Context: an optimization exercise on an open-source flow, tuned for small area. The choices shown serve that exercise and are no tape-out recipe. The RTL was checked by simulation tests, not by an equivalence proof against the original design. Power and IR drop assume default switching activity.

==> flow/design.v, too long to show whole: its modules and the start of the top module <==
// module decoder: 13 lines
// module hm_nand2: 3 lines
// module hm_nor2: 3 lines
// module hm_xor2: 3 lines
// module hm_xnor2: 3 lines
// module hm_a21oi: 3 lines
// module hm_o21ai: 3 lines
// module hm_inv: 3 lines
// module hm_mux2i: 3 lines
// module ARITHMATIC_UNIT: 43 lines
// module ARITH_ARRAY: 2226 lines
// module Logic_Unit: 20 lines
// module CMP_Unit: 24 lines
// module Shift_Unit: 21 lines
// module ALU_TOP: 23 lines
module ALU_TOP #(parameter width = 16)(
    input [width - 1:0] A,
    input [width - 1:0] B,
    input [3:0] ALU_FUN,
    input clk,rst,
    output  [width - 1:0] Arith_OUT,
    output  Carry_OUT,
    output  Arith_Flag,
    output  [width - 1:0] Logic_OUT,
    output  Logic_Flag,
    output  [width - 1:0] CMP_OUT,
    output  CMP_Flag,
    output  [width - 1:0] Shift_OUT,
    output  Shift_Flag
    );
  // ...
==> flow/flow/run.sh <==
#!/bin/bash
# Own layout flow: the standard flow (standard.sh) with two changes:
#  - synthesis uses flow/my_synth.tcl, which is synth_recipe.tcl plus one step that
#    maps the hm_* gate modules of ARITH_ARRAY onto the matching sky130 cells
#    (flow/hm_map.v) before Yosys's synth, so ABC keeps the array's carry chains;
#  - BUFFER_PORTS_ARGS (if set below) picks the port buffer cell.
# Each tool's full output goes to the ORFS logs under orfs/logs/, and the make
# output to flow_make.log in this folder.
set -euo pipefail
HERE=$(pwd)
export HM_MAP=$HERE/flow/hm_map.v
sed "s#SYNTH_SCRIPT=[^ ]*#SYNTH_SCRIPT=$HERE/flow/my_synth.tcl#" standard.sh > my_standard.sh
grep -q "SYNTH_SCRIPT=$HERE/flow/my_synth.tcl" my_standard.sh
ARGS=()
if [ -f flow/buffer_ports_args ]; then ARGS+=("BUFFER_PORTS_ARGS=$(cat flow/buffer_ports_args)"); fi
bash my_standard.sh "${ARGS[@]}" finish > flow_make.log 2>&1
==> flow/flow/buffer_ports_args <==
-buffer_cell sky130_fd_sc_hd__buf_1
==> flow/flow/hm_map.v <==
module hm_nand2 (A, B, Y);
  input A, B;
  output Y;
  sky130_fd_sc_hd__nand2_1 _TECHMAP_REPLACE_ (.A(A), .B(B), .Y(Y));
endmodule

module hm_nor2 (A, B, Y);
  input A, B;
  output Y;
  sky130_fd_sc_hd__nor2_1 _TECHMAP_REPLACE_ (.A(A), .B(B), .Y(Y));
endmodule

module hm_xor2 (A, B, X);
  input A, B;
  output X;
  sky130_fd_sc_hd__xor2_1 _TECHMAP_REPLACE_ (.A(A), .B(B), .X(X));
endmodule

module hm_xnor2 (A, B, Y);
  input A, B;
  output Y;
  sky130_fd_sc_hd__xnor2_1 _TECHMAP_REPLACE_ (.A(A), .B(B), .Y(Y));
endmodule

module hm_a21oi (A1, A2, B1, Y);
  input A1, A2, B1;
  output Y;
  sky130_fd_sc_hd__a21oi_1 _TECHMAP_REPLACE_ (.A1(A1), .A2(A2), .B1(B1), .Y(Y));
endmodule

module hm_o21ai (A1, A2, B1, Y);
  input A1, A2, B1;
  output Y;
  sky130_fd_sc_hd__o21ai_1 _TECHMAP_REPLACE_ (.A1(A1), .A2(A2), .B1(B1), .Y(Y));
endmodule

module hm_inv (A, Y);
  input A;
  output Y;
  sky130_fd_sc_hd__inv_1 _TECHMAP_REPLACE_ (.A(A), .Y(Y));
endmodule

module hm_mux2i (A0, A1, S, Y);
  input A0, A1, S;
  output Y;
  sky130_fd_sc_hd__mux2i_1 _TECHMAP_REPLACE_ (.A0(A0), .A1(A1), .S(S), .Y(Y));
endmodule
==> flow/flow/my_synth.tcl <==
# Standard synthesis (synth_recipe.tcl) with one extra step: before Yosys's synth
# command, the small gate modules hm_* of ARITH_ARRAY are replaced by the
# matching sky130 cells (flow/hm_map.v), so that ABC keeps the array's structure.
set ::hm_done 0
proc synth {args} {
  if {!$::hm_done} {
    set ::hm_done 1
    yosys techmap -map $::env(HM_MAP)
  }
  yosys synth -nofsm -noshare {*}$args
}
source $::env(SCRIPTS_DIR)/synth.tcl
# left out here: clear keep_hierarchy, flatten, clean up, hide names made inside functions, write 1_2_yosys.v
==> flow/standard.sh <==
#!/bin/bash
# synth_recipe.tcl (not shown) runs the flow's synth.tcl, then flattens the netlist and writes it again
# the make line also repeats each setting of config.mk as NAME=value (left out here)
make -C /OpenROAD-flow-scripts/flow DESIGN_CONFIG=/design/flow/config.mk WORK_HOME=/design/flow/orfs CLKGATE_MAP_FILE= SYNTH_SCRIPT=/design/flow/synth_recipe.tcl "${@:-finish}"
==> flow/config.mk <==
export PLATFORM = sky130hd
export DESIGN_NAME = ALU_TOP
export DESIGN_NICKNAME = ALU_TOP
export VERILOG_FILES = /design/flow/design.v
export SDC_FILE = /design/flow/constraint.sdc
export NUM_CORES = 4
export LEC_CHECK = 0
export CAP_MARGIN = 20
export CORE_MARGIN = 2
export CORE_UTILIZATION = 40
export SLEW_MARGIN = 20
==> flow/constraint.sdc <==
create_clock -name core_clock -period 33.0 [get_ports {clk}]
set_input_delay 6.6000 -clock core_clock [delete_from_list [all_inputs] [get_ports {clk}]]
set_output_delay 6.6000 -clock core_clock [all_outputs]
set_load 0.01 [all_outputs]
==> out/qor_table.md, run 1 <==
| Metric | This run | Unit |
|---|---|---|
| Result of the run | finished clean | - |
| Kind of end point of the critical path | flop | - |
| Largest class | multi-input gates | - |
| Ys Warns | 5 | - |
| GP Congestion | 0.935 | - |
| Overall Global Routing Usage | 25.6 | % |
| Cell family with most CP delay | compound AO/OA/AOI/OAI gates | - |
| TritonCTS clock tree | yes | - |
| FFs & Latches | 55 | - |
| Maximum clock path buffer count | 2 | - |
| # clock sinks | 55 | - |
| Proportion of layout cells with a drive suffix above 1 | 13.7 | % |
| Area of all placed cells without fillers | 12,100 | um2 |
| Start point of the critical path | B[14] | - |
| Final Power | 799 | uW |
| Post-DRT Antenna Nets | 0 | - |
| Met2 layer wire length in the routed design | 15.6 | mm |
| Highest routed layer | met5 | - |
| Multi-input comb cells | 1,362 | - |
| Cell count after placement | 2,007 | - |
| Clock transition at path regs | 70 | ps |
| Number of global-route vias before repair | 9,946 | - |
| Post-synth EDFFs | 0 | - |
| Overall via count from detail_route | 10,800 | - |
| Top library cells by usage in the layout, fill and taps aside | nor2_1, nand2_1, xnor2_1 | - |
| Post-layout instance count excluding filler cells | 2,035 | - |
| Die Area | 26,300 | um2 |
| Number of library cell types mapped by synthesis | 46 | - |
| Fraction of area in non-clock buffers | 8.97 | % |
| Slowest cell on the critical path | or3_1 | - |
==> run 2: changes to the inputs <==
removed: flow/flow/buffer_ports_args
==> out/qor_table.md, run 2 <==
| Metric | This run | Unit | Change |
|---|---|---|---|
| Result of the run | finished clean | - | unchanged |
| Maximum clock rate | 0.0321 | GHz | was 0.0323 GHz |
| Commonest register cell after synthesis | dfrtp_1 | - | unchanged |
| Slowest cell on the critical path | clkdlybuf4s50_1 | - | was or3_1 |
| Ys Warns | 5 | - | unchanged |
| Most common cell after layout, fill and taps aside | nor2_1 | - | unchanged |
| Drt first-iter violations | 879 | - | was 976 |
| Area share of the largest cell type after synthesis | 13.7 | % | unchanged |
| Effective utilization at floorplan | 40.9 | % | unchanged |
| Die Area | 26,300 | um2 | unchanged |
| Final routed wire length divided by cell count | 17.2 | um | was 16.8 um |
| Required time of the critical path | 33,150 | ps | about the same |
| Critical path fanouts, max | 14 | - | was 12 |
| N_diodes | 0 | - | unchanged |
| Final core occ | 51.5 | % | was 49.4% |
| Top library cells by usage in the layout, fill and taps aside | nor2_1, nand2_1, xnor2_1 | - | unchanged |
| Top cells by instance count after synthesis | nor2_1, nand2_1, xnor2_1 | - | unchanged |
| Width of the chip | 162 | um | unchanged |
| Total wirelength of the detailed-routed design | 35.2 | mm | was 34.1 mm |
| Largest net degree at the start of global routing | 68 | - | unchanged |
| Number of global-route vias before repair | 9,645 | - | was 9,946 |
| Cell family with most CP delay | compound AO/OA/AOI/OAI gates | - | unchanged |
| Num ports | 107 | - | unchanged |
| Critical path arrival | 31,290 | ps | was 31,080 ps |
| Final Setup Violations | 0 | - | unchanged |
| Cell count after placement | 2,017 | - | was 2,007 |
| Crit share post-route | 94.4 | % | was 93.7% |
| Power per standard cell area | 62.9 | nW/um2 | was 66.1 nW/um2 |
| Hold Vio Cnt, Final | 0 | - | unchanged |
| Post-Syn Area | 10,000 | um2 | unchanged |
| Post-synth EDFFs | 0 | - | unchanged |
| Number of flip-flops and latches in the synthesized netlist | 55 | - | unchanged |
| Largest registers | d1.Arith_OUT: 16 flops, d2.Logic_OUT: 16 flops, d4.Shift_OUT: 16 flops | - | unchanged |
| Area grow syn2layout | 25.8 | % | was 20.8% |
| Post-Syn Area per Cell | 6.40 | um2 | unchanged |
| Peak per-stage delay on the critical path | 470 | ps | was 400 ps |
| Cells taking the most area after synthesis | dfrtp_1, xnor2_1, xor2_1 | - | unchanged |
| Standard cell core area | 24,500 | um2 | unchanged |
| Antenna violations before repair | 0 | - | was 1 |
| CTS HTree Levels | 2 | - | unchanged |
| First-pass GRT wire length | 54.0 | mm | was 53.4 mm |
| Number of buffers added on ports | 92 | - | unchanged |
| Min-delay worst type | in -> async | - | unchanged |
| Global-route congestion overflow total | 0 | - | unchanged |
| Sequential element share of the synthesized area | 13.7 | % | unchanged |
| Kind of end point of the critical path | flop | - | unchanged |
| Maximum clock path buffer count | 2 | - | unchanged |
| TritonCTS clock tree | yes | - | unchanged |
| # clock sinks | 55 | - | unchanged |
| Via density | 5.28 | - | was 5.29 |
| Post-layout instance count excluding filler cells | 2,043 | - | was 2,035 |
| Hold buffer count at CTS | 0 | - | unchanged |
| Worst path bufs/invs | 9 | - | was 8 |
| Start point of the critical path | B[14] | - | unchanged |
| Maximum vdd drop | 0.0435 | mV | was 0.0569 mV |
| Root buffer cell | clkbuf_16 | - | unchanged |
| Static leakage power | 5.56 | nW | was 5.33 nW |
| Post-synthesis cell count | 1,565 | - | unchanged |
| Slew of the pin with the lowest slew margin | 1130 | ps | was 954 ps |
| Final critical-path required period | 31,140 | ps | was 30,930 ps |
| Number of nets in the layout | 1,789 | - | was 1,782 |
| Cell taking the most area after synthesis | dfrtp_1 | - | unchanged |
| Overall Global Routing Usage | 25.9 | % | was 25.6% |
| Proportion of register bits with asynchronous set or reset after synthesis | 100 | % | unchanged |
| Crit Path Category | in -> reg | - | unchanged |
| Proportion of layout cells with a drive suffix above 1 | 13.8 | % | was 13.7% |
| Cell row count | 57 | - | unchanged |
| GP Congestion | 0.957 | - | was 0.935 |
| Post-DRT Antenna Nets | 0 | - | unchanged |
| Overall via count from detail_route | 10,800 | - | about the same |
| Max-cap viol count | 0 | - | unchanged |
| Number of cells on the critical path | 152 | - | was 148 |
| Clock transition at path regs | 80 | ps | was 70 ps |
| Clock buffers created by TritonCTS | 5 | - | unchanged |
| Dpl hpwl | 26.5 | mm | was 26.3 mm |
| Cell with the most instances after synthesis | nor2_1 | - | unchanged |
| # fillers | 2,403 | - | was 2,444 |
| Max-slew violations | 0 | - | unchanged |
| Worst max-slew margin expressed relative to the limit | 24.4 | % | was 36.4% |
| Pre-antenna DRT Iters | 5 | - | was 8 |
| Detailed-route DRC error count | 0 | - | unchanged |
| Cell repeated most along the worst path | a21oi_2 | - | unchanged |
| Die Height | 162 | um | unchanged |
| Startpoint kind of the worst setup timing path | input pin | - | unchanged |
| Number of library cell types mapped by synthesis | 46 | - | unchanged |
run 2: cell types whose count changed in the layout (fill, tap and decap cells not counted), moves of 5 or more:
cell | before | now
a21oi_2 | 26 | 31
buf_1 | 89 | 0
buf_4 | 98 | 105
clkdlybuf4s50_1 | 0 | 89
o21ai_4 | 6 | 1
run 2: layout make-up:
class                   count  area [um2]  share of cell area, %
clock buffers               6         139                   1.10
multi-input cells        1362        8600                   68.3
inverters                  97         364                   2.89
repair buffers            197        1690                   13.5
flip-flops and latches     55        1380                   10.9
clock inverters             2        16.3                  0.129
well taps                 324         405                   3.22
run 2: where the power goes:
| group | leakage (nW) | total, mW | switching (mW) | internal (mW) |
|---|---|---|---|---|
| logic | 4.75 | 0.663 | 0.389 | 0.273 |
| registers | 0.740 | 0.0749 | 0.00178 | 0.0731 |
| clock network | 0.0731 | 0.0549 | 0.0246 | 0.0304 |
| total | 5.56 | 0.793 | 0.416 | 0.377 |
run 2: repair_timing:
action	CTS	global route
setup endpoints to repair	10	17
pin swaps	1	17
buffers inserted	4	14
resized for setup	20	88
run 2: cells by family after synthesis:
group | after synthesis | share of synthesized area, %
simple gates | 704 | 28.1
compound gates | 268 | 14.3
other cells | 1 | 0.0375
xor+xnor | 302 | 26.4
buf+inv | 161 | 6.70
flops | 55 | 13.7
fa+ha+maj | 46 | 6.55
mux | 28 | 4.17
run 2: worst max-delay path by stage:
stage / to / slack [ps]
after floorplan: d1.Carry_OUT$_DFF_PN0_ / 30
after global placement: d1.Carry_OUT$_DFF_PN0_ / -360
after detailed placement: d1.Carry_OUT$_DFF_PN0_ / -1490
after CTS: d1.Carry_OUT$_DFF_PN0_ / 30
after global routing: d1.Carry_OUT$_DFF_PN0_ / -270
final: d1.Carry_OUT$_DFF_PN0_ / 1860
run 2: per-stage QoR:
step                hold slack (ps)  setup WS (ps)  cell area (um2)  setup TNS [ps]  total power, mW
global placement               6760           -357            11700            -357            0.672
floorplan                      6300           32.8            10100               0            0.536
CTS                            6460           31.3            12000               0            0.751
global route                   6500           -274            12600            -274            0.860
finish                         6430           1860            12600               0            0.793
detailed placement             6770          -1490            11700           -6750            0.677
run 2: layer usage:
metal | vias to the layer above | wire, um | track usage (%)
met1 | 4979 | 15300 | 35.5
met5 | - | 0 | 0
met2 | 447 | 15900 | 42.7
met4 | 0 | 1380 | 8.21
met3 | 71 | 2540 | 3.04
li1 | 5292 | - | -
==> run 3: changes to the inputs <==
==> flow/flow/buffer_ports_args (new file) <==
-buffer_cell sky130_fd_sc_hd__buf_1
--- a/flow/config.mk
+++ b/flow/config.mk
@@ -9,3 +9,4 @@
 export CORE_MARGIN = 2
 export CORE_UTILIZATION = 40
+export GPL_TIMING_DRIVEN = 0
 export SLEW_MARGIN = 20
==> out/qor_table.md, run 3 <==
| Metric | This run | Unit | Change |
|---|---|---|---|
| # fillers | 2,433 | - | was 2,403 |
| Post-layout instance count excluding filler cells | 2,061 | - | was 2,043 |
| Post-synth EDFFs | 0 | - | unchanged |
| # clock sinks | 55 | - | unchanged |
| N_diodes | 0 | - | unchanged |
| Cell count after placement | 1,985 | - | was 2,017 |
| Slowest cell on the critical path | or3_1 | - | was clkdlybuf4s50_1 |
| CTS HTree Levels | 2 | - | unchanged |
| Static leakage power | 5.45 | nW | was 5.56 nW |
| Top library cells by usage in the layout, fill and taps aside | nor2_1, nand2_1, xnor2_1 | - | unchanged |
| Largest net degree at the start of global routing | 34 | - | was 68 |
| Final hold slack | 6270 | ps | was 6430 ps |
| Proportion of register bits with asynchronous set or reset after synthesis | 100 | % | unchanged |
| Die Area | 26,300 | um2 | unchanged |
| Detailed-route DRC error count | 0 | - | unchanged |
| TritonCTS clock tree | yes | - | unchanged |
| Worst max-slew margin expressed relative to the limit | 42.1 | % | was 24.4% |
| Cell taking the most area after synthesis | dfrtp_1 | - | unchanged |
| Total wirelength of the detailed-routed design | 34.6 | mm | was 35.2 mm |
| Ys Warns | 5 | - | unchanged |
| Hold buffer count at CTS | 0 | - | unchanged |
| Area grow syn2layout | 26.2 | % | was 25.8% |
| GP Congestion | 0.956 | - | was 0.957 |
| Post-Syn Area | 10,000 | um2 | unchanged |
| Area share of the largest cell type after synthesis | 13.7 | % | unchanged |
| Clock transition at path regs | 70 | ps | was 80 ps |
| Kind of end point of the critical path | flop | - | unchanged |
| Drt first-iter violations | 793 | - | was 879 |
| Final Setup Violations | 0 | - | unchanged |
| Overall Global Routing Usage | 25.4 | % | was 25.9% |
| Final routed wire length divided by cell count | 16.8 | um | was 17.2 um |
| Max-cap viol count | 0 | - | unchanged |
| Hold Vio Cnt, Final | 0 | - | unchanged |
| First-pass GRT wire length | 53.2 | mm | was 54.0 mm |
| Worst path bufs/invs | 15 | - | was 9 |
| Cell family with most CP delay | compound AO/OA/AOI/OAI gates | - | unchanged |
| Required time of the critical path | 33,150 | ps | about the same |
| Post-synthesis cell count | 1,565 | - | unchanged |
| Num ports | 107 | - | unchanged |
| Most common cell after layout, fill and taps aside | nor2_1 | - | unchanged |
| Number of buffers added on ports | 79 | - | was 92 |
| Cell repeated most along the worst path | a21oi_4 | - | was a21oi_2 |
| Critical path arrival | 31,980 | ps | was 31,290 ps |
| Number of nets in the layout | 1,807 | - | was 1,789 |
| Standard cell core area | 24,500 | um2 | unchanged |
| Largest registers | d1.Arith_OUT: 16 flops, d2.Logic_OUT: 16 flops, d4.Shift_OUT: 16 flops | - | unchanged |
| Via density | 5.28 | - | about the same |
| Maximum vdd drop | 0.0596 | mV | was 0.0435 mV |
| Maximum clock rate | 0.0314 | GHz | was 0.0321 GHz |
| Root buffer cell | clkbuf_16 | - | unchanged |
| Number of global-route vias before repair | 9,826 | - | was 9,645 |
| Antenna violations before repair | 1 | - | was 0 |
| Cells taking the most area after synthesis | dfrtp_1, xnor2_1, xor2_1 | - | unchanged |
| Min-delay worst type | in -> async | - | unchanged |
| Sequential element share of the synthesized area | 13.7 | % | unchanged |
| Slew of the pin with the lowest slew margin | 869 | ps | was 1130 ps |
| Effective utilization at floorplan | 40.9 | % | unchanged |
| Cell with the most instances after synthesis | nor2_1 | - | unchanged |
| Power per standard cell area | 67.1 | nW/um2 | was 62.9 nW/um2 |
| Number of flip-flops and latches in the synthesized netlist | 55 | - | unchanged |
| Max-slew violations | 0 | - | unchanged |
| Proportion of layout cells with a drive suffix above 1 | 15.7 | % | was 13.8% |
| Maximum clock path buffer count | 2 | - | unchanged |
| Final critical-path required period | 31,830 | ps | was 31,140 ps |
| Pre-antenna DRT Iters | 5 | - | unchanged |
| Result of the run | finished clean | - | unchanged |
| Post-Syn Area per Cell | 6.40 | um2 | unchanged |
| Commonest register cell after synthesis | dfrtp_1 | - | unchanged |
| Width of the chip | 162 | um | unchanged |
| Number of library cell types mapped by synthesis | 46 | - | unchanged |
| Clock buffers created by TritonCTS | 5 | - | unchanged |
| Dpl hpwl | 26.1 | mm | was 26.5 mm |
| Cell row count | 57 | - | unchanged |
| Global-route congestion overflow total | 0 | - | unchanged |
| Crit share post-route | 96.5 | % | was 94.4% |
| Startpoint kind of the worst setup timing path | input pin | - | unchanged |
| Critical path fanouts, max | 10 | - | was 14 |
| Post-DRT Antenna Nets | 0 | - | unchanged |
| Overall via count from detail_route | 10,900 | - | was 10,800 |
| Top cells by instance count after synthesis | nor2_1, nand2_1, xnor2_1 | - | unchanged |
| Peak per-stage delay on the critical path | 320 | ps | was 470 ps |
| Die Height | 162 | um | unchanged |
| Crit Path Category | in -> reg | - | unchanged |
[run 3: cell counts after synthesis]
No cell type changed its count.
[run 3: power by group]
part           switching (mW)  leakage [nW]  internal, mW
clock network          0.0230        0.0746        0.0285
registers             0.00162         0.740        0.0732
logic                   0.433          4.64         0.289
total                   0.458          5.45         0.390
[run 3: what timing repair did]
| item | in CTS | in global routing |
|---|---|---|
| gates resized for setup | 110 | 89 |
| pin swaps | 16 | 42 |
| setup buffers | 24 | 44 |
| setup endpoints to repair | 17 | 17 |
| cloned | 0 | 0 |
[run 3: final timing paths]
check                            from                    endpoint  slack, ps  cells after the start
max                             B[15]      d1.Carry_OUT$_DFF_PN0_       1170                    150
min                               rst   d2.Logic_OUT[7]$_DFF_PN0_       6270                      1
max in group asynchronous         rst  d1.Arith_OUT[11]$_DFF_PN0_      26190                      2
min in group core_clock    ALU_FUN[2]       d3.CMP_Flag$_DFF_PN0_       6610                      2
[run 3: layout make-up]
| cell class | count | area (um2) | share of cell area, % |
|---|---|---|---|
| Tap cell | 324 | 405 | 3.21 |
| Multi-Input combinational cell | 1362 | 9160 | 72.5 |
| Sequential cell | 55 | 1380 | 10.9 |
| Inverter | 97 | 368 | 2.91 |
| Clock inverter | 3 | 22.5 | 0.178 |
| Timing Repair Buffer | 151 | 872 | 6.90 |
| Clock buffer | 5 | 125 | 0.990 |
| Buffer | 64 | 307 | 2.43 |
[run 3: layer usage]
layer  vias to the layer above  GRT usage, %  wire length, um  part of all wire, %
met4                         2          8.53             1230                  3.6
met3                        76          1.69             2140                  6.2
met2                       392          43.3            16200                   47
met5                         -             0               13                0.038
li1                       5302             -                -                    -
met1                      5107          34.2            15100                   44
[run 3: cells by family after synthesis]
group	synth area share, %
AOI/OAI and AO/OA	14.3
xor gates and xnor gates	26.4
adders and majority gates	6.55
buffers and inverters	6.70
DFF	13.7
muxes	4.17
other	0.0375
and+or+nand+nor	28.1
[run 3: metrics by stage]
stage	power (mW)	setup slack (ps)	area [um2]	TNS (ps)	util (%)
detailed placement	0.665	-8220	10800	-114030	44.3
global placement	0.654	-7910	10800	-109460	44.0
floorplan	0.536	32.8	10100	0	-
finish	0.848	1170	12600	0	51.7
global route	0.915	-343	12600	-343	51.7
CTS	0.771	10.9	11700	0	47.9
==> run 4: changes to the inputs <==
--- a/flow/config.mk
+++ b/flow/config.mk
@@ -8,5 +8,5 @@
 export CAP_MARGIN = 20
 export CORE_MARGIN = 2
-export CORE_UTILIZATION = 40
+export CORE_UTILIZATION = 60
 export GPL_TIMING_DRIVEN = 0
 export SLEW_MARGIN = 20
==> out/qor_table.md, run 4 <==
| Metric | This run | Unit | Change |
|---|---|---|---|
| Result of the run | finished clean | - | unchanged |
| Overall via count from detail_route | 11,400 | - | was 10,900 |
| Final hold slack | 6250 | ps | was 6270 ps |
| Global-route congestion overflow total | 0 | - | unchanged |
| Effective utilization at floorplan | 60.8 | % | was 40.9% |
| Share of synthesized cell area in full adder, half adder and majority cells | 6.55 | % | unchanged |
| Cell count after placement | 1,882 | - | was 1,985 |
| Critical path arrival | 32,220 | ps | was 31,980 ps |
| Post-Syn Area per Cell | 6.40 | um2 | unchanged |
| Area share of the largest cell type after synthesis | 13.7 | % | unchanged |
| Post-layout instance count excluding filler cells | 1,967 | - | was 2,061 |
| Crit Path Category | in -> reg | - | unchanged |
| Post-DRT Antenna Nets | 0 | - | unchanged |
| Cell with the most instances after synthesis | nor2_1 | - | unchanged |
| Total wirelength of the detailed-routed design | 34.2 | mm | was 34.6 mm |
| Top cells by instance count after synthesis | nor2_1, nand2_1, xnor2_1 | - | unchanged |
| Worst path bufs/invs | 8 | - | was 15 |
| Mux contribution to synthesized area | 4.17 | % | unchanged |
| CTS HTree Levels | 2 | - | unchanged |
| Kind of end point of the critical path | flop | - | unchanged |
| Main combinational cell family by area after synthesis | simple AND/OR/NAND/NOR gates | - | unchanged |
| Cell taking the most area after synthesis | dfrtp_1 | - | unchanged |
| Peak per-stage delay on the critical path | 340 | ps | was 320 ps |
| Cell repeated most along the worst path | a21oi_2 | - | was a21oi_4 |
| Clock transition at path regs | 70 | ps | about the same |
| Placed Instance Area | 10,700 | um2 | was 10,800 um2 |
| Largest registers | d1.Arith_OUT: 16 flops, d2.Logic_OUT: 16 flops, d4.Shift_OUT: 16 flops | - | unchanged |
| Met2 layer wire length in the routed design | 15.4 | mm | was 16.2 mm |
| Slew of the pin with the lowest slew margin | 975 | ps | was 869 ps |
| Width of the chip | 133 | um | was 162 um |
| Clock buffers created by TritonCTS | 5 | - | unchanged |
| Number of flip-flops and latches in the synthesized netlist | 55 | - | unchanged |
| Ys Warns | 5 | - | unchanged |
| Post-synthesis cell count | 1,565 | - | unchanged |
| Proportion of register bits with asynchronous set or reset after synthesis | 100 | % | unchanged |
| Min-delay worst type | in -> async | - | unchanged |
| Num ports | 107 | - | unchanged |
| Final Power | 841 | uW | was 848 uW |
| Share of the synthesized netlist area taken by xor and xnor gates | 26.4 | % | unchanged |
| Length of routed met3 wiring | 3.19 | mm | was 2.14 mm |
| Area of all placed cells without fillers | 12,500 | um2 | was 12,600 um2 |
| Post-synth EDFFs | 0 | - | unchanged |
| Hold Vio Cnt, Final | 0 | - | unchanged |
| Area grow syn2layout | 24.7 | % | was 26.2% |
| Maximum clock rate | 0.0312 | GHz | was 0.0314 GHz |
| Drt first-iter violations | 1,032 | - | was 793 |
| Slowest cell on the critical path | mux2i_2 | - | was or3_1 |
| Compound-cell area share of the yosys netlist | 14.3 | % | unchanged |
| Commonest register cell after synthesis | dfrtp_1 | - | unchanged |
| Simple-gate area share of the yosys netlist | 28.1 | % | unchanged |
| Startpoint kind of the worst setup timing path | input pin | - | unchanged |
| Detailed-route DRC error count | 0 | - | unchanged |
| Standard cell core area | 16,500 | um2 | was 24,500 um2 |
| Overall Global Routing Usage | 36.6 | % | was 25.4% |
| First-pass GRT wire length | 52.0 | mm | was 53.2 mm |
| Number of library cell types mapped by synthesis | 46 | - | unchanged |
| Die Height | 133 | um | was 162 um |
| # fillers | 1,361 | - | was 2,433 |
| Cells taking the most area after synthesis | dfrtp_1, xnor2_1, xor2_1 | - | unchanged |
| Largest net degree at the start of global routing | 36 | - | was 34 |
| Number of global-route vias before repair | 10,300 | - | was 9,826 |
| Via density | 5.78 | - | was 5.28 |
| Cell family with most CP delay | compound AO/OA/AOI/OAI gates | - | unchanged |
| # clock sinks | 55 | - | unchanged |
| Max-slew violations | 0 | - | unchanged |
| Most common cell after layout, fill and taps aside | nor2_1 | - | unchanged |
| Static leakage power | 5.48 | nW | was 5.45 nW |
| Critical path fanouts, max | 8 | - | was 10 |
| Highest routed layer | met4 | - | was met5 |
| Sequential element share of the synthesized area | 13.7 | % | unchanged |
| Maximum vdd drop | 0.0711 | mV | was 0.0596 mV |
| Number of buffers added on ports | 79 | - | unchanged |
| Maximum clock path buffer count | 2 | - | unchanged |
| Hold buffer count at CTS | 0 | - | unchanged |
| Number of nets in the layout | 1,817 | - | was 1,807 |
| Die Area | 17,700 | um2 | was 26,300 um2 |
| GP Congestion | 0.984 | - | was 0.956 |
| Final routed wire length divided by cell count | 17.4 | um | was 16.8 um |
| Final Setup Violations | 0 | - | unchanged |
| Antenna violations before repair | 0 | - | was 1 |
| Final critical-path required period | 32,070 | ps | was 31,830 ps |
| Crit share post-route | 97.2 | % | was 96.5% |
| Proportion of layout cells with a drive suffix above 1 | 15.9 | % | was 15.7% |
| Root buffer cell | clkbuf_16 | - | unchanged |
| Power per standard cell area | 67.3 | nW/um2 | was 67.1 nW/um2 |
| Cell row count | 47 | - | was 57 |
| Routed metal-1 wire length | 13.8 | mm | was 15.1 mm |
| Worst max-slew margin expressed relative to the limit | 35.0 | % | was 42.1% |
| Top library cells by usage in the layout, fill and taps aside | nor2_1, nand2_1, xnor2_1 | - | unchanged |
| TritonCTS clock tree | yes | - | unchanged |
| N_diodes | 0 | - | unchanged |
| Dpl hpwl | 24.8 | mm | was 26.1 mm |
| Pre-antenna DRT Iters | 5 | - | unchanged |
| Max-cap viol count | 0 | - | unchanged |
| Required time of the critical path | 33,150 | ps | about the same |
| Post-Syn Area | 10,000 | um2 | unchanged |
[run 4: cell counts after synthesis]
Identical to the previous run, type by type.
[run 4: final timing paths]
path	start	to	slack, ps	cells after the start
setup / recovery	B[15]	d1.Carry_OUT$_DFF_PN0_	930	149
hold / removal	rst	d2.Logic_OUT[11]$_DFF_PN0_	6250	1
max in group asynchronous	rst	d1.Arith_OUT[13]$_DFF_PN0_	26210	2
min in group core_clock	ALU_FUN[2]	d3.CMP_Flag$_DFF_PN0_	6600	2
[run 4: kinds of logic (layout without fill, tap and decap cells)]
family	after synthesis	in the layout
XOR/XNOR	302	302
AO/OA/AOI/OAI	268	268
multiplexers	28	28
adder cells (fa/ha/maj)	46	46
flip-flops	55	55
other	1	14
AND/OR/NAND/NOR	704	704
buffers and inverters	161	330
[run 4: where the power goes]
group          leakage [nW]  total, mW  switching, mW  internal [mW]
logic                  4.66      0.713          0.424          0.289
registers             0.740     0.0745        0.00142         0.0731
clock network        0.0759     0.0534         0.0244         0.0289
total                  5.48      0.841          0.450          0.391
[run 4: through the flow]
step                      utilization [%]  setup WS [ps]  TNS (ps)
after CTS                            70.0           37.3         0
after global routing                 75.9           -428      -428
after detailed placement             65.1          -7720   -106640
after global placement               64.6          -7360   -101010
final                                75.9            927         0
after floorplan                         -           32.8         0
[run 4: layout make-up]
class                           instances  area [um2]  area share, %
Buffer                                 64         307           2.45
Clock buffer                            5         125           1.00
Clock inverter                          3        28.8          0.230
Inverter                               97         368           2.95
Multi-Input combinational cell       1362        9050           72.4
Sequential cell                        55        1380           11.0
Tap cell                              220         275           2.20
Timing Repair Buffer                  161         963           7.71
[run 4: what timing repair did]
action                     CTS  global route
resized for setup          102            81
pin swaps                   13            56
buffers inserted            22            55
setup endpoints to repair   17            17
[run 4: layer usage]
layer / track usage (%) / vias to the layer above
met5: 0 / -
met4: 15.4 / 0
met3: 5.33 / 155
met2: 60.4 / 613
met1: 48.2 / 5284
li1: - / 5316
==> run 5: changes to the inputs <==
--- a/flow/config.mk
+++ b/flow/config.mk
@@ -8,5 +8,5 @@
 export CAP_MARGIN = 20
 export CORE_MARGIN = 2
-export CORE_UTILIZATION = 60
-export GPL_TIMING_DRIVEN = 0
+export CORE_UTILIZATION = 40
+export SETUP_SLACK_MARGIN = -1.0
 export SLEW_MARGIN = 20
==> out/qor_table.md, run 5 <==
| Metric | This run | Unit | Change |
|---|---|---|---|
| Main combinational cell family by area after synthesis | simple AND/OR/NAND/NOR gates | - | unchanged |
| Maximum vdd drop | 0.0452 | mV | was 0.0711 mV |
| Final hold slack | 6430 | ps | was 6250 ps |
| Top cells by instance count after synthesis | nor2_1, nand2_1, xnor2_1 | - | unchanged |
| Final Setup Violations | 0 | - | unchanged |
| Startpoint kind of the worst setup timing path | input pin | - | unchanged |
| Static leakage power | 5.14 | nW | was 5.48 nW |
| Area grow syn2layout | 16.5 | % | was 24.7% |
| Required time of the critical path | 33,140 | ps | was 33,150 ps |
| Final routed wire length divided by cell count | 17.0 | um | was 17.4 um |
| Pre-antenna DRT Iters | 6 | - | was 5 |
| Final core occ | 47.7 | % | was 75.9% |
| Cell repeated most along the worst path | a21oi_2 | - | unchanged |
| Post-Syn Area | 10,000 | um2 | unchanged |
| Area share of the largest cell type after synthesis | 13.7 | % | unchanged |
| Slew of the pin with the lowest slew margin | 1000 | ps | was 975 ps |
| Clock buffers created by TritonCTS | 5 | - | unchanged |
| Max-slew violations | 0 | - | unchanged |
| Width of the chip | 162 | um | was 133 um |
| Cell count after placement | 2,003 | - | was 1,882 |
| Max-cap viol count | 0 | - | unchanged |
| GP Congestion | 0.939 | - | was 0.984 |
| Num ports | 107 | - | unchanged |
| # clock sinks | 55 | - | unchanged |
| Maximum clock path buffer count | 2 | - | unchanged |
| Commonest register cell after synthesis | dfrtp_1 | - | unchanged |
| Number of buffers added on ports | 92 | - | was 79 |
| Storage cell area | 1380 | um2 | unchanged |
| Clock transition at path regs | 70 | ps | about the same |
| Post-place setup slack | -1480 | ps | was -7720 ps |
| Most common cell after layout, fill and taps aside | nor2_1 | - | unchanged |
| Crit Path Category | in -> reg | - | unchanged |
| Worst max-slew margin expressed relative to the limit | 32.6 | % | was 35.0% |
| Number of global-route vias before repair | 10,000 | - | was 10,300 |
| Top library cells by usage in the layout, fill and taps aside | nor2_1, nand2_1, xnor2_1 | - | unchanged |
| Hold Vio Cnt, Final | 0 | - | unchanged |
| Result of the run | finished clean | - | unchanged |
| Compound-cell area share of the yosys netlist | 14.3 | % | unchanged |
| Simple-gate area share of the yosys netlist | 28.1 | % | unchanged |
| Largest registers | d1.Arith_OUT: 16 flops, d2.Logic_OUT: 16 flops, d4.Shift_OUT: 16 flops | - | unchanged |
| Overall Global Routing Usage | 25.6 | % | was 36.6% |
| Post-DRT Antenna Nets | 0 | - | unchanged |
| Effective utilization at floorplan | 40.9 | % | was 60.8% |
| Root buffer cell | clkbuf_16 | - | unchanged |
| Via density | 5.32 | - | was 5.78 |
| Area of all placed cells without fillers | 11,700 | um2 | was 12,500 um2 |
| Total wirelength of the detailed-routed design | 34.1 | mm | was 34.2 mm |
| Number of nets in the layout | 1,760 | - | was 1,817 |
| Final setup TNS | 0 | ps | unchanged |
| Peak per-stage delay on the critical path | 390 | ps | was 340 ps |
| Cell row count | 57 | - | was 47 |
| Maximum clock rate | 0.0315 | GHz | was 0.0312 GHz |
| Final Power | 757 | uW | was 841 uW |
| Share of synthesized cell area in full adder, half adder and majority cells | 6.55 | % | unchanged |
| Die Height | 162 | um | was 133 um |
| Antenna violations before repair | 1 | - | was 0 |
| Multi-input gate area | 8440 | um2 | was 9050 um2 |
| Placed Instance Area | 11,100 | um2 | was 10,700 um2 |
| Critical path fanouts, max | 14 | - | was 8 |
| Cell taking the most area after synthesis | dfrtp_1 | - | unchanged |
| Cell with the most instances after synthesis | nor2_1 | - | unchanged |
| Kind of end point of the critical path | flop | - | unchanged |
| Overall via count from detail_route | 10,700 | - | was 11,400 |
| Proportion of layout cells with a drive suffix above 1 | 11.0 | % | was 15.9% |
| Ys Warns | 5 | - | unchanged |
| CTS HTree Levels | 2 | - | unchanged |
| TritonCTS clock tree | yes | - | unchanged |
| # fillers | 2,486 | - | was 1,361 |
| Global-route congestion overflow total | 0 | - | unchanged |
| N_diodes | 0 | - | unchanged |
| Post-synthesis cell count | 1,565 | - | unchanged |
| Crit share post-route | 96.2 | % | was 97.2% |
| Detailed-route DRC error count | 0 | - | unchanged |
| Proportion of register bits with asynchronous set or reset after synthesis | 100 | % | unchanged |
| Mux contribution to synthesized area | 4.17 | % | unchanged |
| Final critical-path required period | 31,740 | ps | was 32,070 ps |
| Min-delay worst type | in -> async | - | unchanged |
| Die Area | 26,300 | um2 | was 17,700 um2 |
| Share of the synthesized netlist area taken by xor and xnor gates | 26.4 | % | unchanged |
| Largest net degree at the start of global routing | 68 | - | was 36 |
| Standard cell core area | 24,500 | um2 | was 16,500 um2 |
| Setup ws final | 1260 | ps | was 927 ps |
| Cells taking the most area after synthesis | dfrtp_1, xnor2_1, xor2_1 | - | unchanged |
| Critical path arrival | 31,880 | ps | was 32,220 ps |
| Number of flip-flops and latches in the synthesized netlist | 55 | - | unchanged |
| Post-Syn Area per Cell | 6.40 | um2 | unchanged |
| First-pass GRT wire length | 53.5 | mm | was 52.0 mm |
| Drt first-iter violations | 874 | - | was 1,032 |
| Sequential element share of the synthesized area | 13.7 | % | unchanged |
| Dpl hpwl | 26.4 | mm | was 24.8 mm |
| Slowest cell on the critical path | or3_1 | - | was mux2i_2 |
| Number of library cell types mapped by synthesis | 46 | - | unchanged |
| Post-layout instance count excluding filler cells | 2,013 | - | was 1,967 |
| Post-synth EDFFs | 0 | - | unchanged |
| Power per standard cell area | 64.9 | nW/um2 | was 67.3 nW/um2 |
-- run 5: how the worst max path moves through the flow --
stage	startpoint	to	slack, ps
floorplan	B[15]	d1.Carry_OUT$_DFF_PN0_	-610
global placement	B[14]	d1.Carry_OUT$_DFF_PN0_	-280
detailed placement	B[14]	d1.Carry_OUT$_DFF_PN0_	-1480
CTS	B[14]	d1.Carry_OUT$_DFF_PN0_	-920
global route	B[14]	d1.Carry_OUT$_DFF_PN0_	-1240
finish	B[14]	d1.Carry_OUT$_DFF_PN0_	1260
-- run 5: layout make-up --
cell class	count	share of cell area, %
clock buffers	5	1.07
well taps	324	3.48
repair buffers	168	7.88
clock inverters	2	0.322
multi-input cells	1362	72.3
flip-flops and latches	55	11.8
inverters	97	3.12
-- run 5: kinds of logic after synthesis --
logic type | after synthesis
AOI/OAI and AO/OA | 268
DFF | 55
other | 1
muxes | 28
and+or+nand+nor | 704
adders and majority gates | 46
buffers and inverters | 161
xor gates and xnor gates | 302
-- run 5: what timing repair did --
item,CTS,global route
resized for setup,9,76
hold buffers,0,0
buffers inserted,0,3
pin swaps,0,2
endpoints found under the setup margin,1,17
-- run 5: where the power goes --
group / switching [mW] / total [mW] / leakage (nW) / internal (mW)
logic: 0.381 / 0.625 / 4.32 / 0.243
registers: 0.00144 / 0.0746 / 0.740 / 0.0732
clock network: 0.0222 / 0.0576 / 0.0759 / 0.0353
total: 0.405 / 0.757 / 5.14 / 0.352
-- run 5: worst max-delay path, delay by kind of cell --
kind,cells,cell delay (ps)
compound gates,93,14750
mux,7,2020
xor+xnor,14,2890
simple gates,29,3970
buf+inv,9,1610
-- run 5: metal layers --
layer  up-vias  global-route usage, %  routed length [um]
li1       5219                      -                   -
met1      4959                   34.2               15000
met2       446                   42.8               15400
met3        90                   2.43                2360
met4         2                   9.53                1410
met5         -                      0                  13
==> run 6: changes to the inputs <==
--- a/flow/config.mk
+++ b/flow/config.mk
@@ -9,4 +9,4 @@
 export CORE_MARGIN = 2
 export CORE_UTILIZATION = 40
-export SETUP_SLACK_MARGIN = -1.0
+export PLACE_DENSITY = 0.75
 export SLEW_MARGIN = 20
==> out/qor_table.md, run 6 <==
| Metric | This run | Unit | Change |
|---|---|---|---|
| Result of the run | finished clean | - | unchanged |
| Final routed wire length divided by cell count | 16.5 | um | was 17.0 um |
| Critical path arrival | 31,560 | ps | was 31,880 ps |
| # clock sinks | 55 | - | unchanged |
| Most common cell after layout, fill and taps aside | nor2_1 | - | unchanged |
| Hold Vio Cnt, Final | 0 | - | unchanged |
| TritonCTS clock tree | yes | - | unchanged |
| Drt first-iter violations | 1,129 | - | was 874 |
| Cell row count | 57 | - | unchanged |
| Maximum clock path buffer count | 2 | - | unchanged |
| Top cells by instance count after synthesis | nor2_1, nand2_1, xnor2_1 | - | unchanged |
| Post-Syn Area | 10,000 | um2 | unchanged |
| CTS HTree Levels | 2 | - | unchanged |
| Largest net degree at the start of global routing | 57 | - | was 68 |
| Post-DRT Antenna Nets | 0 | - | unchanged |
| Area grow syn2layout | 18.5 | % | was 16.5% |
| Power per standard cell area | 65.8 | nW/um2 | was 64.9 nW/um2 |
| Final setup TNS | 0 | ps | unchanged |
| Area share of the largest cell type after synthesis | 13.7 | % | unchanged |
| Overall via count from detail_route | 11,000 | - | was 10,700 |
| Overall Global Routing Usage | 24.0 | % | was 25.6% |
| Final critical-path required period | 31,400 | ps | was 31,740 ps |
| Total wirelength of the detailed-routed design | 33.3 | mm | was 34.1 mm |
| Pre-antenna DRT Iters | 5 | - | was 6 |
| Post-layout instance count excluding filler cells | 2,018 | - | was 2,013 |
| Cell with the most instances after synthesis | nor2_1 | - | unchanged |
| Ys Warns | 5 | - | unchanged |
| Proportion of register bits with asynchronous set or reset after synthesis | 100 | % | unchanged |
| Maximum clock rate | 0.0318 | GHz | was 0.0315 GHz |
| Max-cap viol count | 0 | - | unchanged |
| Clock transition at path regs | 70 | ps | about the same |
| Number of buffers added on ports | 92 | - | unchanged |
| Largest registers | d1.Arith_OUT: 16 flops, d2.Logic_OUT: 16 flops, d4.Shift_OUT: 16 flops | - | unchanged |
| GP Congestion | 1.03 | - | was 0.939 |
| Cell taking the most area after synthesis | dfrtp_1 | - | unchanged |
| Sequential element share of the synthesized area | 13.7 | % | unchanged |
| Dpl hpwl | 24.9 | mm | was 26.4 mm |
| Number of flip-flops and latches in the synthesized netlist | 55 | - | unchanged |
| First-pass GRT wire length | 50.5 | mm | was 53.5 mm |
| Post-synth EDFFs | 0 | - | unchanged |
| Worst max-slew margin expressed relative to the limit | 18.9 | % | was 32.6% |
| Die Height | 162 | um | unchanged |
| # fillers | 2,347 | - | was 2,486 |
| Slew of the pin with the lowest slew margin | 1210 | ps | was 1000 ps |
| Effective utilization at floorplan | 40.9 | % | unchanged |
| Multi-input gate area | 8620 | um2 | was 8440 um2 |
| Storage cell area | 1380 | um2 | unchanged |
| Post-synthesis cell count | 1,565 | - | unchanged |
| Post-Syn Area per Cell | 6.40 | um2 | unchanged |
| Peak per-stage delay on the critical path | 400 | ps | was 390 ps |
| Crit Path Category | in -> reg | - | unchanged |
| Number of nets in the layout | 1,763 | - | was 1,760 |
| Startpoint kind of the worst setup timing path | input pin | - | unchanged |
| Static leakage power | 5.21 | nW | was 5.14 nW |
| Top library cells by usage in the layout, fill and taps aside | nor2_1, nand2_1, xnor2_1 | - | unchanged |
| Number of global-route vias before repair | 9,846 | - | was 10,000 |
| Cells taking the most area after synthesis | dfrtp_1, xnor2_1, xor2_1 | - | unchanged |
| Min-delay worst type | in -> async | - | unchanged |
| Antenna violations before repair | 0 | - | was 1 |
| Standard cell core area | 24,500 | um2 | unchanged |
| Hold buffer count at CTS | 0 | - | unchanged |
| Max-slew violations | 0 | - | unchanged |
| Maximum vdd drop | 0.0602 | mV | was 0.0452 mV |
| Crit share post-route | 95.2 | % | was 96.2% |
| Commonest register cell after synthesis | dfrtp_1 | - | unchanged |
| Final Setup Violations | 0 | - | unchanged |
| Detailed-route DRC error count | 0 | - | unchanged |
| Num ports | 107 | - | unchanged |
| Number of library cell types mapped by synthesis | 46 | - | unchanged |
| Clock buffers created by TritonCTS | 5 | - | unchanged |
| Kind of end point of the critical path | flop | - | unchanged |
| Critical path fanouts, max | 12 | - | was 14 |
| Cell count after placement | 2,000 | - | was 2,003 |
| Root buffer cell | clkbuf_16 | - | unchanged |
| Required time of the critical path | 33,160 | ps | was 33,140 ps |
| Width of the chip | 162 | um | unchanged |
| Slowest cell on the critical path | or3_1 | - | unchanged |
| Proportion of layout cells with a drive suffix above 1 | 12.2 | % | was 11.0% |
| Via density | 5.45 | - | was 5.32 |
| Final hold slack | 6400 | ps | was 6430 ps |
| Die Area | 26,300 | um2 | unchanged |
| Global-route congestion overflow total | 0 | - | unchanged |
| Cell repeated most along the worst path | a21oi_2 | - | unchanged |
## run 6: power breakdown
group          switching [mW]  internal (mW)  total, mW  leakage [nW]
Sequential            0.00185         0.0731     0.0750         0.740
Clock                  0.0248         0.0289     0.0538        0.0723
Combinational           0.395          0.257      0.652          4.40
Total                   0.422          0.359      0.781          5.21
## run 6: final cells by class
cell class / instances / area share (%)
inverter: 97 / 3.07
tap: 324 / 3.42
antenna: 1 / 0.0211
timing repair buffer: 171 / 7.94
multi-input combinational: 1362 / 72.7
clock buffer: 5 / 1.05
sequential: 55 / 11.6
clock inverter: 3 / 0.232
## run 6: path summary, 6_finish.rpt
check	cells after the start	slack, ps	start	to
hold / removal	2	6400	rst	d3.CMP_Flag$_DFF_PN0_
min in group core_clock	2	6630	ALU_FUN[2]	d3.CMP_Flag$_DFF_PN0_
max in group asynchronous	2	26160	rst	d2.Logic_Flag$_DFF_PN0_
setup / recovery	155	1600	B[14]	d1.Carry_OUT$_DFF_PN0_
## run 6: cells by family (layout without fill, tap and decap cells)
| kind of cell | Yosys count | in the layout | synth area share (%) |
|---|---|---|---|
| compound gates | 268 | 268 | 14.3 |
| xor+xnor | 302 | 302 | 26.4 |
| fa+ha+maj | 46 | 46 | 6.55 |
| buf+inv | 161 | 276 | 6.70 |
| flops | 55 | 55 | 13.7 |
| mux | 28 | 28 | 4.17 |
| other cells | 1 | 15 | 0.0375 |
| simple gates | 704 | 704 | 28.1 |
## run 6: what timing repair did
item | 4_1_cts | 5_1_grt
endpoints found under the setup margin | 9 | 17
resized for setup | 20 | 90
pin swaps | 2 | 5
setup buffers | 5 | 4
## run 6: metrics by stage
step / total power, mW / instance area, um2 / util, % / setup WS [ps]
global route: 0.842 / 11900 / 48.5 / -501
CTS: 0.731 / 11300 / 46.3 / 8.58
detailed placement: 0.659 / 11000 / 45.2 / -1380
finish: 0.781 / 11900 / 48.5 / 1600
floorplan: 0.536 / 10100 / - / 32.8
global placement: 0.649 / 11000 / 45.2 / 101
## run 6: per-layer routing
metal / GRT usage (%) / vias to the layer above / wire length, um
met5: 0 / - / 0
met4: 12.3 / 0 / 1860
met3: 2.78 / 122 / 2910
met2: 39.5 / 572 / 15000
met1: 31.1 / 5053 / 13500
li1: - / 5242 / -
## run 6: worst max-delay path: cells and delay by family
kind,cells,cell delay [ps]
XOR/XNOR,17,3400
AO/OA/AOI/OAI,92,14170
AND/OR/NAND/NOR,31,4100
multiplexers,4,1210
buffers and inverters,11,1980
==> run 7: changes to the inputs <==
--- a/flow/config.mk
+++ b/flow/config.mk
@@ -10,3 +10,4 @@
 export CORE_UTILIZATION = 40
 export PLACE_DENSITY = 0.75
+export SETUP_SLACK_MARGIN = -1.0
 export SLEW_MARGIN = 20
==> out/qor_table.md, run 7 <==
| Metric | This run | Unit | Change |
|---|---|---|---|
| Number of library cell types mapped by synthesis | 46 | - | unchanged |
| Hold buffer count at CTS | 0 | - | unchanged |
| Antenna violations before repair | 0 | - | unchanged |
| Kind of end point of the critical path | flop | - | unchanged |
| Top library cells by usage in the layout, fill and taps aside | nor2_1, nand2_1, xnor2_1 | - | unchanged |
| Proportion of layout cells with a drive suffix above 1 | 10.2 | % | was 12.2% |
| Hold Vio Cnt, Final | 0 | - | unchanged |
| Total wirelength of the detailed-routed design | 33.0 | mm | was 33.3 mm |
| Num ports | 107 | - | unchanged |
| Number of buffers added on ports | 92 | - | unchanged |
| Cell taking the most area after synthesis | dfrtp_1 | - | unchanged |
| Maximum clock rate | 0.0314 | GHz | was 0.0318 GHz |
| Number of cells on the critical path | 154 | - | was 155 |
| Sequential element share of the synthesized area | 13.7 | % | unchanged |
| Worst path bufs/invs | 9 | - | was 11 |
| Cells taking the most area after synthesis | dfrtp_1, xnor2_1, xor2_1 | - | unchanged |
| Clock transition at path regs | 70 | ps | about the same |
| Die Area | 26,300 | um2 | unchanged |
| Worst max-slew margin expressed relative to the limit | 30.9 | % | was 18.9% |
| Post-DRT Antenna Nets | 0 | - | unchanged |
| Number of flip-flops and latches in the synthesized netlist | 55 | - | unchanged |
| Final critical-path required period | 31,860 | ps | was 31,400 ps |
| Detailed-route DRC error count | 0 | - | unchanged |
| Setup ws final | 1140 | ps | was 1600 ps |
| Startpoint kind of the worst setup timing path | input pin | - | unchanged |
| Power per standard cell area | 65.2 | nW/um2 | was 65.8 nW/um2 |
| Width of the chip | 162 | um | unchanged |
| Final routed wire length divided by cell count | 16.4 | um | was 16.5 um |
| Overall Global Routing Usage | 24.3 | % | was 24.0% |
| TritonCTS clock tree | yes | - | unchanged |
| Proportion of register bits with asynchronous set or reset after synthesis | 100 | % | unchanged |
| Global-route congestion overflow total | 0 | - | unchanged |
| Max-slew violations | 0 | - | unchanged |
| Most common cell after layout, fill and taps aside | nor2_1 | - | unchanged |
| Via density | 5.41 | - | was 5.45 |
| Dpl hpwl | 25.4 | mm | was 24.9 mm |
| Min-delay worst type | in -> async | - | unchanged |
| Maximum clock path buffer count | 2 | - | unchanged |
| First-pass GRT wire length | 51.2 | mm | was 50.5 mm |
| Ys Warns | 5 | - | unchanged |
| Number of nets in the layout | 1,752 | - | was 1,763 |
| Required time of the critical path | 33,150 | ps | was 33,160 ps |
| Cell family with most CP delay | compound AO/OA/AOI/OAI gates | - | unchanged |
| Result of the run | finished clean | - | unchanged |
| Commonest register cell after synthesis | dfrtp_1 | - | unchanged |
| Post-synth EDFFs | 0 | - | unchanged |
| Standard cell core area | 24,500 | um2 | unchanged |
| Top cells by instance count after synthesis | nor2_1, nand2_1, xnor2_1 | - | unchanged |
| CTS HTree Levels | 2 | - | unchanged |
| Maximum vdd drop | 0.0600 | mV | was 0.0602 mV |
| Effective utilization at floorplan | 40.9 | % | unchanged |
| Final Power | 754 | uW | was 781 uW |
| Number of global-route vias before repair | 9,932 | - | was 9,846 |
| Final Setup Violations | 0 | - | unchanged |
| Cell repeated most along the worst path | o21ai_1 | - | was a21oi_2 |
| Pre-antenna DRT Iters | 7 | - | was 5 |
| Static leakage power | 5.09 | nW | was 5.21 nW |
| Cell row count | 57 | - | unchanged |
| Largest registers | d1.Arith_OUT: 16 flops, d2.Logic_OUT: 16 flops, d4.Shift_OUT: 16 flops | - | unchanged |
| # clock sinks | 55 | - | unchanged |
| Max-cap viol count | 0 | - | unchanged |
| Clock buffers created by TritonCTS | 5 | - | unchanged |
| Area grow syn2layout | 15.5 | % | was 18.5% |
| Area share of the largest cell type after synthesis | 13.7 | % | unchanged |
| Die Height | 162 | um | unchanged |
| Peak per-stage delay on the critical path | 390 | ps | was 400 ps |
| Crit Path Category | in -> reg | - | unchanged |
| Largest net degree at the start of global routing | 68 | - | was 57 |
| Critical path arrival | 32,010 | ps | was 31,560 ps |
| Post-Syn Area | 10,000 | um2 | unchanged |
| Cell with the most instances after synthesis | nor2_1 | - | unchanged |
| Root buffer cell | clkbuf_16 | - | unchanged |
| Critical path fanouts, max | 14 | - | was 12 |
| Post-place setup slack | -1110 | ps | was -1380 ps |
| Crit share post-route | 96.5 | % | was 95.2% |
| Overall via count from detail_route | 10,900 | - | was 11,000 |
| Post-Syn Area per Cell | 6.40 | um2 | unchanged |
| GP Congestion | 0.993 | - | was 1.03 |
| Post-synthesis cell count | 1,565 | - | unchanged |
| Slew of the pin with the lowest slew margin | 1030 | ps | was 1210 ps |
| Drt first-iter violations | 986 | - | was 1,129 |
| N_diodes | 0 | - | was 1 |
| Slowest cell on the critical path | or3_1 | - | unchanged |
==> run 7: cell counts after synthesis <==
Identical to the previous run, type by type.
==> run 7: how the worst max path moves through the flow <==
stage	from	endpoint	slack (ps)
floorplan	B[15]	d1.Carry_OUT$_DFF_PN0_	-610
global placement	B[15]	d1.Carry_OUT$_DFF_PN0_	160
detailed placement	B[14]	d1.Carry_OUT$_DFF_PN0_	-1110
CTS	B[14]	d1.Carry_OUT$_DFF_PN0_	-980
global route	B[14]	d1.Carry_OUT$_DFF_PN0_	-1380
finish	B[14]	d1.Carry_OUT$_DFF_PN0_	1140
==> run 7: cells by family after synthesis <==
family	count (synthesis)	synth area share, %
and+or+nand+nor	704	28.1
adders and majority gates	46	6.55
buffers and inverters	161	6.70
muxes	28	4.17
DFF	55	13.7
other	1	0.0375
AOI/OAI and AO/OA	268	14.3
xor gates and xnor gates	302	26.4
==> run 7: final cells by class <==
class	count	area, um2
Fill cell	2420	12900
Multi-Input combinational cell	1362	8400
Sequential cell	55	1380
Timing Repair Buffer	160	860
Tap cell	324	405
Inverter	97	364
Clock buffer	5	125
Clock inverter	3	27.5
==> run 7: timing repair <==
| item | CTS | global route |
|---|---|---|
| gates resized for setup | 0 | 77 |
| setup buffers | 0 | 1 |
| setup endpoints to repair | 0 | 17 |
==> run 7: routing by layer <==
metal | share of wire (%) | GRT usage [%]
met5 | 0 | 0
met4 | 5.1 | 12.3
met3 | 9.3 | 2.63
met2 | 45 | 40.4
met1 | 40 | 31.3
==> run 7: power breakdown <==
| group | leakage [nW] | internal [mW] | total [mW] | switching (mW) |
|---|---|---|---|---|
| clock network | 0.0723 | 0.0289 | 0.0535 | 0.0246 |
| logic | 4.28 | 0.242 | 0.626 | 0.384 |
| registers | 0.740 | 0.0732 | 0.0750 | 0.00182 |
| total | 5.09 | 0.344 | 0.754 | 0.410 |
==> run 7: stage by stage <==
step	hold WS [ps]	util, %	setup TNS [ps]	instances	instance area (um2)
floorplan	6300	-	-612	1578	10100
global placement	6750	45.0	0	1997	11000
detailed placement	6740	45.0	-3520	1997	11000
CTS	6430	45.7	-2460	2005	11200
global route	6480	47.3	-6450	2006	11600
finish	6400	47.3	0	2006	11600

-- what the ideal ports hide --
How much do the figures lean on ideal ports? The routed layouts below were timed once more, with nothing changed but the port constraints. Step 1: set_driving_cell puts a clkbuf_16 on clk and a buf_2 on each other input, an assumption about the parent block. Step 2 times the ports against the registers' clock, not the clock port: input delays grow and output delays shrink by t, the midpoint of the rising clock arrivals with the driver on. Slacks: no drivers / after step 1 / after step 2; pairs: no drivers / after step 1.
run	t (ns)	setup WS [ns]	worst setup path at the end	worst register clock-pin slew, ns	pins driven straight from the clock port
run 1	0.322	2.068 / 2.072 / 1.750	input to register	0.07 / 0.07	1
run 2	0.322	1.858 / 1.857 / 1.535	input to register	0.08 / 0.08	1
run 3	0.318	1.166 / 1.170 / 0.852	input to register	0.07 / 0.07	1
run 4	0.328	0.927 / 0.940 / 0.613	input to register	0.07 / 0.07	1
run 5	0.315	1.263 / 1.256 / 0.942	input to register	0.07 / 0.07	1
run 6	0.329	1.599 / 1.612 / 1.283	input to register	0.07 / 0.07	1
run 7	0.329	1.140 / 1.154 / 0.825	input to register	0.07 / 0.07	1
After both steps every run listed still meets setup and hold. For run 2, which loses most, drivers alone change the setup slack by -0.001 ns; drivers and shift together by -0.323 ns.
